From an optimization exercise on the open Yosys and OpenROAD flow, aimed at small area, a short achievable clock period and few clock cycles per item; shortcuts taken in it are not production practice.
Only simulation tests tie the RTL to the original design; equivalence was not proved.

Setup of the previous run:
// calc
module calc (
                  input [7:0]  inpA ,
                  input [7:0]  inpB ,
                  input [01:0] inpOpType ,
                  output[15:0] outC  ,
                  input        iValid ,
                  output       iStall ,
                  input        oStall ,
                  output       oValid ,
                  input        clk ,
                  input        rstn
                  ) ;
   reg         v0, v1, vo, vs ;
   reg         nvo, nvs ;
   reg  [7:0]  a0, b0 ;
   reg  [1:0]  op0 ;
   reg         dv1 ;           
   reg  [19:0] r1 ;
   reg  [15:0] ro, rs ;
   wire        frz  = ~nvs ;              
   wire        take = ~oStall | nvo ;     
   wire        sub  = op0[0] ;
   wire [7:0]  bx   = b0 ^ {8{sub}} ;
   wire [8:0]  ac ;
   wire [7:0]  as ;
   assign ac[0] = sub ;
   genvar j ;
   generate
     for (j = 0; j < 8; j = j + 1) begin : g_as
       assign as[j]   = a0[j] ^ bx[j] ^ ac[j] ;
       assign ac[j+1] = (a0[j] & bx[j]) | (a0[j] & ac[j]) | (bx[j] & ac[j]) ;
     end
   endgenerate
   wire        ov   = ac[8] ^ sub ;           
   wire [15:0] r_as = {{7{ov & sub}}, ov, as} ;
   wire [15:0] r_mul ;
   wire m_pp0_0 = a0[0] & b0[0];
   wire m_pp0_1 = a0[0] & b0[1];
   wire m_pp0_2 = a0[0] & b0[2];
   wire m_pp0_3 = a0[0] & b0[3];
   wire m_pp0_4 = a0[0] & b0[4];
   wire m_pp0_5 = a0[0] & b0[5];
   wire m_pp0_6 = a0[0] & b0[6];
   wire m_pp0_7 = a0[0] & b0[7];
   wire m_pp1_0 = a0[1] & b0[0];
   wire m_pp1_1 = a0[1] & b0[1];
   wire m_pp1_2 = a0[1] & b0[2];
   wire m_pp1_3 = a0[1] & b0[3];
   wire m_pp1_4 = a0[1] & b0[4];
   wire m_pp1_5 = a0[1] & b0[5];
   wire m_pp1_6 = a0[1] & b0[6];
   wire m_pp1_7 = a0[1] & b0[7];
   wire m_pp2_0 = a0[2] & b0[0];
   wire m_pp2_1 = a0[2] & b0[1];
   wire m_pp2_2 = a0[2] & b0[2];
   wire m_pp2_3 = a0[2] & b0[3];
   wire m_pp2_4 = a0[2] & b0[4];
   wire m_pp2_5 = a0[2] & b0[5];
   wire m_pp2_6 = a0[2] & b0[6];
   wire m_pp2_7 = a0[2] & b0[7];
   wire m_pp3_0 = a0[3] & b0[0];
   wire m_pp3_1 = a0[3] & b0[1];
   wire m_pp3_2 = a0[3] & b0[2];
   wire m_pp3_3 = a0[3] & b0[3];
   wire m_pp3_4 = a0[3] & b0[4];
   wire m_pp3_5 = a0[3] & b0[5];
   wire m_pp3_6 = a0[3] & b0[6];
   wire m_pp3_7 = a0[3] & b0[7];
   wire m_pp4_0 = a0[4] & b0[0];
   wire m_pp4_1 = a0[4] & b0[1];
   wire m_pp4_2 = a0[4] & b0[2];
   wire m_pp4_3 = a0[4] & b0[3];
   wire m_pp4_4 = a0[4] & b0[4];
   wire m_pp4_5 = a0[4] & b0[5];
   wire m_pp4_6 = a0[4] & b0[6];
   wire m_pp4_7 = a0[4] & b0[7];
   wire m_pp5_0 = a0[5] & b0[0];
   wire m_pp5_1 = a0[5] & b0[1];
   wire m_pp5_2 = a0[5] & b0[2];
   wire m_pp5_3 = a0[5] & b0[3];
   wire m_pp5_4 = a0[5] & b0[4];
   wire m_pp5_5 = a0[5] & b0[5];
   wire m_pp5_6 = a0[5] & b0[6];
   wire m_pp5_7 = a0[5] & b0[7];
   wire m_pp6_0 = a0[6] & b0[0];
   wire m_pp6_1 = a0[6] & b0[1];
   wire m_pp6_2 = a0[6] & b0[2];
   wire m_pp6_3 = a0[6] & b0[3];
   wire m_pp6_4 = a0[6] & b0[4];
   wire m_pp6_5 = a0[6] & b0[5];
   wire m_pp6_6 = a0[6] & b0[6];
   wire m_pp6_7 = a0[6] & b0[7];
   wire m_pp7_0 = a0[7] & b0[0];
   wire m_pp7_1 = a0[7] & b0[1];
   wire m_pp7_2 = a0[7] & b0[2];
   wire m_pp7_3 = a0[7] & b0[3];
   wire m_pp7_4 = a0[7] & b0[4];
   wire m_pp7_5 = a0[7] & b0[5];
   wire m_pp7_6 = a0[7] & b0[6];
   wire m_pp7_7 = a0[7] & b0[7];
   wire m_w1 = m_pp0_6 ^ m_pp1_5;
   wire m_w2 = m_pp0_6 & m_pp1_5;
   wire m_w3 = m_pp0_7 ^ m_pp1_6 ^ m_pp2_5;
   wire m_w4 = (m_pp0_7 & m_pp1_6) | (m_pp0_7 & m_pp2_5) | (m_pp1_6 & m_pp2_5);
clock: 38.0 ns
lec_check: 0
abc_area: 1
cap_margin: 20
core_margin: 2
core_utilization: 60
cts_buf_list: sky130_fd_sc_hd__clkbuf_8
slew_margin: 20
standard.sh (not shown) runs the stock make flow with config.mk's settings and CLKGATE_MAP_FILE= SYNTH_SCRIPT=/design/flow/synth_recipe.tcl, a recipe that flattens the netlist after the stock synthesis.
==> flow/flow/run.sh <==
#!/bin/bash
# Layout flow: the standard layout (standard.sh) with these changes.
#  1. Synthesis is the standard synthesis run with Yosys's `synth -noabc`, so
#     the full adders written out in the RTL are found by extract_fa before any
#     ABC restructuring (saving the inverters ABC leaves between them). The
#     registers are the standard synthesis's: same cells, and renamed to the
#     standard synthesis's names (rename_regs.py checks that they pair one to
#     one). If they do not pair, the standard synthesis is used as it is.
#  2. Every combinational cell of that netlist is set to the smallest drive
#     strength of its family (downsize.py); the flow's repair steps size up
#     what timing, slew or load needs.
#     Then an inverter that is the only load of the inverting gate driving
#     it is folded with that gate into the gate's non-inverting version
#     (merge_inv.py: nand2 + inv -> and2, a21oi + inv -> a21o, ...).
#     Last, ABC re-maps the combinational cells (all but the full adders) for
#     area: strash; dch -f; amap; topo; dnsize (remap.tcl, remap.abc).
#  3. The buffers on the input and output ports are buf_1 cells instead of
#     the flow's default choice, a delay cell (clkdlybuf4s50_1).
#  5. Clock tree synthesis runs with the flow's usual arguments plus
#     -dont_use_dummy_load (no dummy load cells on the clock tree's leaves).
# Each step's output goes to a log file of its own in this folder; the ORFS
# tools' own logs are under orfs/logs.
set -euo pipefail
R=$(pwd)/orfs/results/sky130hd/calc/base

# the standard synthesis, kept for its register names
bash standard.sh synth > 1_standard_synth.log 2>&1
cp "$R/1_2_yosys.v" std_1_2_yosys.v

# the same synthesis without ABC in Yosys's synth
rm -f "$R/1_2_yosys.v" "$R/1_synth.odb" "$R/1_synth.sdc"
if bash standard.sh SYNTH_ARGS=-noabc "$R/1_2_yosys.v" > 2_noabc_synth.log 2>&1 &&
   python3 flow/rename_regs.py std_1_2_yosys.v "$R/1_2_yosys.v" renamed_1_2_yosys.v > 3_rename.log 2>&1; then
  cp renamed_1_2_yosys.v "$R/1_2_yosys.v"
else
  echo "no-abc synthesis not used" >> 3_rename.log
  cp std_1_2_yosys.v "$R/1_2_yosys.v"
fi
# every combinational cell at the smallest drive strength of its family;
# the repair steps of the layout size up what timing, slew or load needs
python3 flow/downsize.py "$FLOW_HOME/platforms/sky130hd/lib/sky130_fd_sc_hd__tt_025C_1v80.lib" \
  "$R/1_2_yosys.v" downsized_1_2_yosys.v > 5_downsize.log 2>&1 &&
  cp downsized_1_2_yosys.v "$R/1_2_yosys.v"
# an inverter that alone loads the inverting gate driving it (NAND, NOR,
# AOI, OAI, ...) becomes, with that gate, the gate's non-inverting version
python3 flow/merge_inv.py "$R/1_2_yosys.v" merged_1_2_yosys.v \
  "$FLOW_HOME/platforms/sky130hd/lib/sky130_fd_sc_hd__tt_025C_1v80.lib" > 6_merge_inv.log 2>&1 &&
  cp merged_1_2_yosys.v "$R/1_2_yosys.v"
# the combinational cells re-mapped by ABC for area (remap.tcl, remap.abc);
# kept only if the registers are still the standard synthesis's
YOSYS="$FLOW_HOME/../tools/install/yosys/bin/yosys"
[[ -x "$YOSYS" ]] || YOSYS=yosys
DONT_USE=$(sed -n '/DONT_USE_CELLS += /,/^#/p' "$FLOW_HOME/platforms/sky130hd/config.mk" |
           grep -o 'sky130_fd_sc_hd__[A-Za-z0-9_]*' | tr '\n' ' ')
export DONT_USE
if NET="$R/1_2_yosys.v" OUT=remapped_1_2_yosys.v SCRIPT=flow/remap.abc \
     LIB="$FLOW_HOME/platforms/sky130hd/lib/sky130_fd_sc_hd__tt_025C_1v80.lib" \
     "$YOSYS" -c flow/remap.tcl > 7_remap.log 2>&1 &&
   python3 flow/rename_regs.py std_1_2_yosys.v remapped_1_2_yosys.v remapped2_1_2_yosys.v > 8_remap_regs.log 2>&1 &&
   ! grep -q -w -F -f <(tr ' ' '\n' <<< "$DONT_USE" | grep .) remapped2_1_2_yosys.v; then
  cp remapped2_1_2_yosys.v "$R/1_2_yosys.v"
else
  echo "re-mapped netlist not used" >> 8_remap_regs.log
fi
touch "$R/1_2_yosys.v"

bash standard.sh BUFFER_PORTS_ARGS="-buffer_cell sky130_fd_sc_hd__buf_1" SETUP_SLACK_MARGIN=29.55 CTS_ARGS="-sink_clustering_enable -repair_clock_nets -buf_list sky130_fd_sc_hd__clkbuf_8 -dont_use_dummy_load" finish > 4_layout.log 2>&1
Other scripts of this flow, unchanged in this note and not shown: flow/flow/downsize.py, flow/flow/merge_inv.py, flow/flow/remap.abc, flow/flow/remap.tcl, flow/flow/rename_regs.py
The previous run finished every stage and its layout cleared the timing, DRC and antenna checks.
Testbench counts of the previous run, summed over its fixed seeds: cycles 12,024, items 12,000.
The inputs of the current run differ from those of the previous run as listed below.
Settings: CORE_UTILIZATION: 60 -> 40.
--- outcome ---
The current run ended up with a higher x dimension of the die than the previous run did.
Summary of the comparison: worst hold margin is lower in the current run, relative to the previous run.
Compared with the previous run, the current run shows a sequential share of layout area that is 0.49 points lower.
On number of cells in the finished layout apart from fillers, the higher figure sits with the current run, not the previous run.
[compare] base=the previous run new=the current run: HPWL after detailed placement higher, post-route met1 wirelength went up.

* * *

Starting RTL as in the previous note.
export LEC_CHECK = 0
export CAP_MARGIN = 20
export CORE_MARGIN = 2
export CORE_UTILIZATION = 40
export CTS_BUF_LIST = sky130_fd_sc_hd__clkbuf_8
export SLEW_MARGIN = 20
create_clock -name core_clock -period 38.0 [get_ports {clk}]
==> flow/flow/run.sh <==
#!/bin/bash
set -euo pipefail
R=$(pwd)/orfs/results/sky130hd/calc/base

# the standard synthesis, kept for its register names
bash standard.sh synth > 1_standard_synth.log 2>&1
cp "$R/1_2_yosys.v" std_1_2_yosys.v

# the same synthesis without ABC in Yosys's synth
rm -f "$R/1_2_yosys.v" "$R/1_synth.odb" "$R/1_synth.sdc"
if bash standard.sh SYNTH_ARGS=-noabc "$R/1_2_yosys.v" > 2_noabc_synth.log 2>&1 &&
   python3 flow/rename_regs.py std_1_2_yosys.v "$R/1_2_yosys.v" renamed_1_2_yosys.v > 3_rename.log 2>&1; then
  cp renamed_1_2_yosys.v "$R/1_2_yosys.v"
else
  echo "no-abc synthesis not used" >> 3_rename.log
  cp std_1_2_yosys.v "$R/1_2_yosys.v"
fi
touch "$R/1_2_yosys.v"

bash standard.sh BUFFER_PORTS_ARGS="-buffer_cell sky130_fd_sc_hd__buf_2" SETUP_SLACK_MARGIN=29.55 finish > 4_layout.log 2>&1
Other scripts of this flow, unchanged in this note and not shown: flow/flow/rename_regs.py
Testbench counts at the start, summed over its fixed seeds: cycles 12,024, items 12,000.
Next try:
--- a/flow/config.mk
+++ b/flow/config.mk
@@ -6,4 +6,5 @@
 export NUM_CORES = 4
 export LEC_CHECK = 0
+export ABC_AREA = 1
 export CAP_MARGIN = 20
 export CORE_MARGIN = 2
=> Non-clock buffer count decreases by 11; global-route usage decreases by 0.74 points; cell count increases by 15%; via count increases by 12%.
Next try:
--- a/flow/flow/run.sh
+++ b/flow/flow/run.sh
@@ -16,4 +16,9 @@
   cp std_1_2_yosys.v "$R/1_2_yosys.v"
 fi
+# every combinational cell at the smallest drive strength of its family;
+# the repair steps of the layout size up what timing, slew or load needs
+python3 flow/downsize.py "$FLOW_HOME/platforms/sky130hd/lib/sky130_fd_sc_hd__tt_025C_1v80.lib" \
+  "$R/1_2_yosys.v" downsized_1_2_yosys.v > 5_downsize.log 2>&1 &&
+  cp downsized_1_2_yosys.v "$R/1_2_yosys.v"
 touch "$R/1_2_yosys.v"
 
==> flow/flow/downsize.py (new file) <==
#!/usr/bin/env python3
"""downsize.py LIB NETLIST OUT

Give every combinational cell of a Yosys netlist the smallest-area drive
strength of its own cell family (same function and pins, e.g. nand2_4 ->
nand2_1). Registers, adders and tie cells are left as they are. The flow's
repair steps afterwards size up whatever timing, slew or load needs."""
import re, sys

lib = open(sys.argv[1]).read()
area = {m.group(1): float(m.group(3)) for m in re.finditer(
    r'cell \("?(sky130_fd_sc_hd__\w+)"?\)\s*\{(.*?)area\s*:\s*([\d.]+)', lib, re.S)}
dont = {'sky130_fd_sc_hd__probe_p_8', 'sky130_fd_sc_hd__probec_p_8'}
fam = {}
for c in area:
    m = re.match(r'(sky130_fd_sc_hd__\w+?)_(\d+)$', c)
    if m and c not in dont and 'lpflow' not in c:
        fam.setdefault(m.group(1), []).append(c)
skip = re.compile(r'__(e?s?df|dl|sdf|edf|fa|ha|fah|conb|tap|fill|decap|clk|probe|dly|bufbuf|bufinv)')
best = {}
for f, cs in fam.items():
    best[f] = min(cs, key=lambda c: (area[c], c))
text = open(sys.argv[2]).read()
n = 0
def sub(m):
    global n
    c = m.group(1)
    if skip.search(c):
        return m.group(0)
    f = re.match(r'(sky130_fd_sc_hd__\w+?)_(\d+)$', c)
    if not f or f.group(1) not in best or best[f.group(1)] == c:
        return m.group(0)
    n += 1
    return m.group(0).replace(c, best[f.group(1)], 1)
out = re.sub(r'^\s*(sky130_fd_sc_hd__\w+)\s', sub, text, flags=re.M)
open(sys.argv[3], 'w').write(out)
print(f"{n} cells downsized")
=> Worst setup slack improved by 0.011 ns; routed wire length is lower by 0.54%; register-to-register slack is better by 0.10 ns; die area came out lower by 2.4%; area after synthesis decreases by 2.5%; fmax hardly moves.
Next try:
--- a/flow/flow/run.sh
+++ b/flow/flow/run.sh
@@ -16,9 +16,4 @@
   cp std_1_2_yosys.v "$R/1_2_yosys.v"
 fi
-# every combinational cell at the smallest drive strength of its family;
-# the repair steps of the layout size up what timing, slew or load needs
-python3 flow/downsize.py "$FLOW_HOME/platforms/sky130hd/lib/sky130_fd_sc_hd__tt_025C_1v80.lib" \
-  "$R/1_2_yosys.v" downsized_1_2_yosys.v > 5_downsize.log 2>&1 &&
-  cp downsized_1_2_yosys.v "$R/1_2_yosys.v"
 touch "$R/1_2_yosys.v"
 
removed: flow/flow/downsize.py
After rerunning: Worst hold slack loses 0.0036 ns. Fmax barely changes. Die area goes up by a few percent. Cell area goes up slightly. Critical path depth does not change. Via count goes up slightly. Worst setup slack loses 0.011 ns.
Next try:
--- a/flow/flow/run.sh
+++ b/flow/flow/run.sh
@@ -16,5 +16,10 @@
   cp std_1_2_yosys.v "$R/1_2_yosys.v"
 fi
+# every combinational cell at the smallest drive strength of its family;
+# the repair steps of the layout size up what timing, slew or load needs
+python3 flow/downsize.py "$FLOW_HOME/platforms/sky130hd/lib/sky130_fd_sc_hd__tt_025C_1v80.lib" \
+  "$R/1_2_yosys.v" downsized_1_2_yosys.v > 5_downsize.log 2>&1 &&
+  cp downsized_1_2_yosys.v "$R/1_2_yosys.v"
 touch "$R/1_2_yosys.v"
 
-bash standard.sh BUFFER_PORTS_ARGS="-buffer_cell sky130_fd_sc_hd__buf_2" SETUP_SLACK_MARGIN=29.55 finish > 4_layout.log 2>&1
+bash standard.sh BUFFER_PORTS_ARGS="-buffer_cell sky130_fd_sc_hd__buf_2" SETUP_SLACK_MARGIN=29.55 CTS_ARGS="-sink_clustering_enable -repair_clock_nets -buf_list sky130_fd_sc_hd__clkbuf_8 -dont_use_dummy_load" finish > 4_layout.log 2>&1
==> flow/flow/downsize.py (new file) <==
#!/usr/bin/env python3
"""downsize.py LIB NETLIST OUT

Give every combinational cell of a Yosys netlist the smallest-area drive
strength of its own cell family (same function and pins, e.g. nand2_4 ->
nand2_1). Registers, adders and tie cells are left as they are. The flow's
repair steps afterwards size up whatever timing, slew or load needs."""
import re, sys

lib = open(sys.argv[1]).read()
area = {m.group(1): float(m.group(3)) for m in re.finditer(
    r'cell \("?(sky130_fd_sc_hd__\w+)"?\)\s*\{(.*?)area\s*:\s*([\d.]+)', lib, re.S)}
dont = {'sky130_fd_sc_hd__probe_p_8', 'sky130_fd_sc_hd__probec_p_8'}
fam = {}
for c in area:
    m = re.match(r'(sky130_fd_sc_hd__\w+?)_(\d+)$', c)
    if m and c not in dont and 'lpflow' not in c:
        fam.setdefault(m.group(1), []).append(c)
skip = re.compile(r'__(e?s?df|dl|sdf|edf|fa|ha|fah|conb|tap|fill|decap|clk|probe|dly|bufbuf|bufinv)')
best = {}
for f, cs in fam.items():
    best[f] = min(cs, key=lambda c: (area[c], c))
text = open(sys.argv[2]).read()
n = 0
def sub(m):
    global n
    c = m.group(1)
    if skip.search(c):
        return m.group(0)
    f = re.match(r'(sky130_fd_sc_hd__\w+?)_(\d+)$', c)
    if not f or f.group(1) not in best or best[f.group(1)] == c:
        return m.group(0)
    n += 1
    return m.group(0).replace(c, best[f.group(1)], 1)
out = re.sub(r'^\s*(sky130_fd_sc_hd__\w+)\s', sub, text, flags=re.M)
open(sys.argv[3], 'w').write(out)
print(f"{n} cells downsized")
--- a/flow/config.mk
+++ b/flow/config.mk
@@ -6,5 +6,4 @@
 export NUM_CORES = 4
 export LEC_CHECK = 0
-export ABC_AREA = 1
 export CAP_MARGIN = 20
 export CORE_MARGIN = 2
Worst setup slack gets better by 0.027 ns.
Design area shrinks by 0.90%.
Maximum frequency goes up by 0.31%.

[separate check: timing with driven ports]
No port has a modelled driver above. Below, the same layouts with a new extraction and two added sets of constraints. Step 1 sets driving cells, clkbuf_16 on the clock port and buf_2 on the other inputs (assumed; they add their load-dependent delay and slew). Step 2 also shifts input and output timing later by t, the mid clock arrival at the registers, as if the neighbouring blocks saw the same clock. a / b / c = no drivers / after step 1 / after step 2; a / b = the first two.
run | t (ns) | setup WS [ns] | hold slack, ns | worst setup path after step 2 | worst slew at a driven data input, ns
the previous run | 0.368 | 29.526 / 29.496 / 29.458 | 0.446 / 0.446 / 0.446 | input to register | 0.03
the current run | 0.398 | 29.517 / 29.483 / 29.453 | 0.418 / 0.418 / 0.418 | input to register | 0.04
the first run of note 2 | 0.408 | 29.506 / 29.473 / 29.355 | 0.473 / 0.473 / 0.473 | input to register | 0.03
the second run of note 2 | 0.397 | 29.504 / 29.470 / 29.404 | 0.469 / 0.469 / 0.469 | input to register | 0.04
the third run of note 2 | 0.388 | 29.515 / 29.480 / 29.409 | 0.473 / 0.473 / 0.473 | input to register | 0.03
the fourth run of note 2 | 0.397 | 29.504 / 29.470 / 29.404 | 0.469 / 0.469 / 0.469 | input to register | 0.04
the fifth run of note 2 | 0.380 | 29.530 / 29.499 / 29.327 | 0.467 / 0.467 / 0.467 | input to register | 0.03
After both steps setup and hold are still met in every run listed. The setup slack of the fifth run of note 2, which loses most, moves by -0.031 ns with the drivers and by -0.203 ns with both steps.
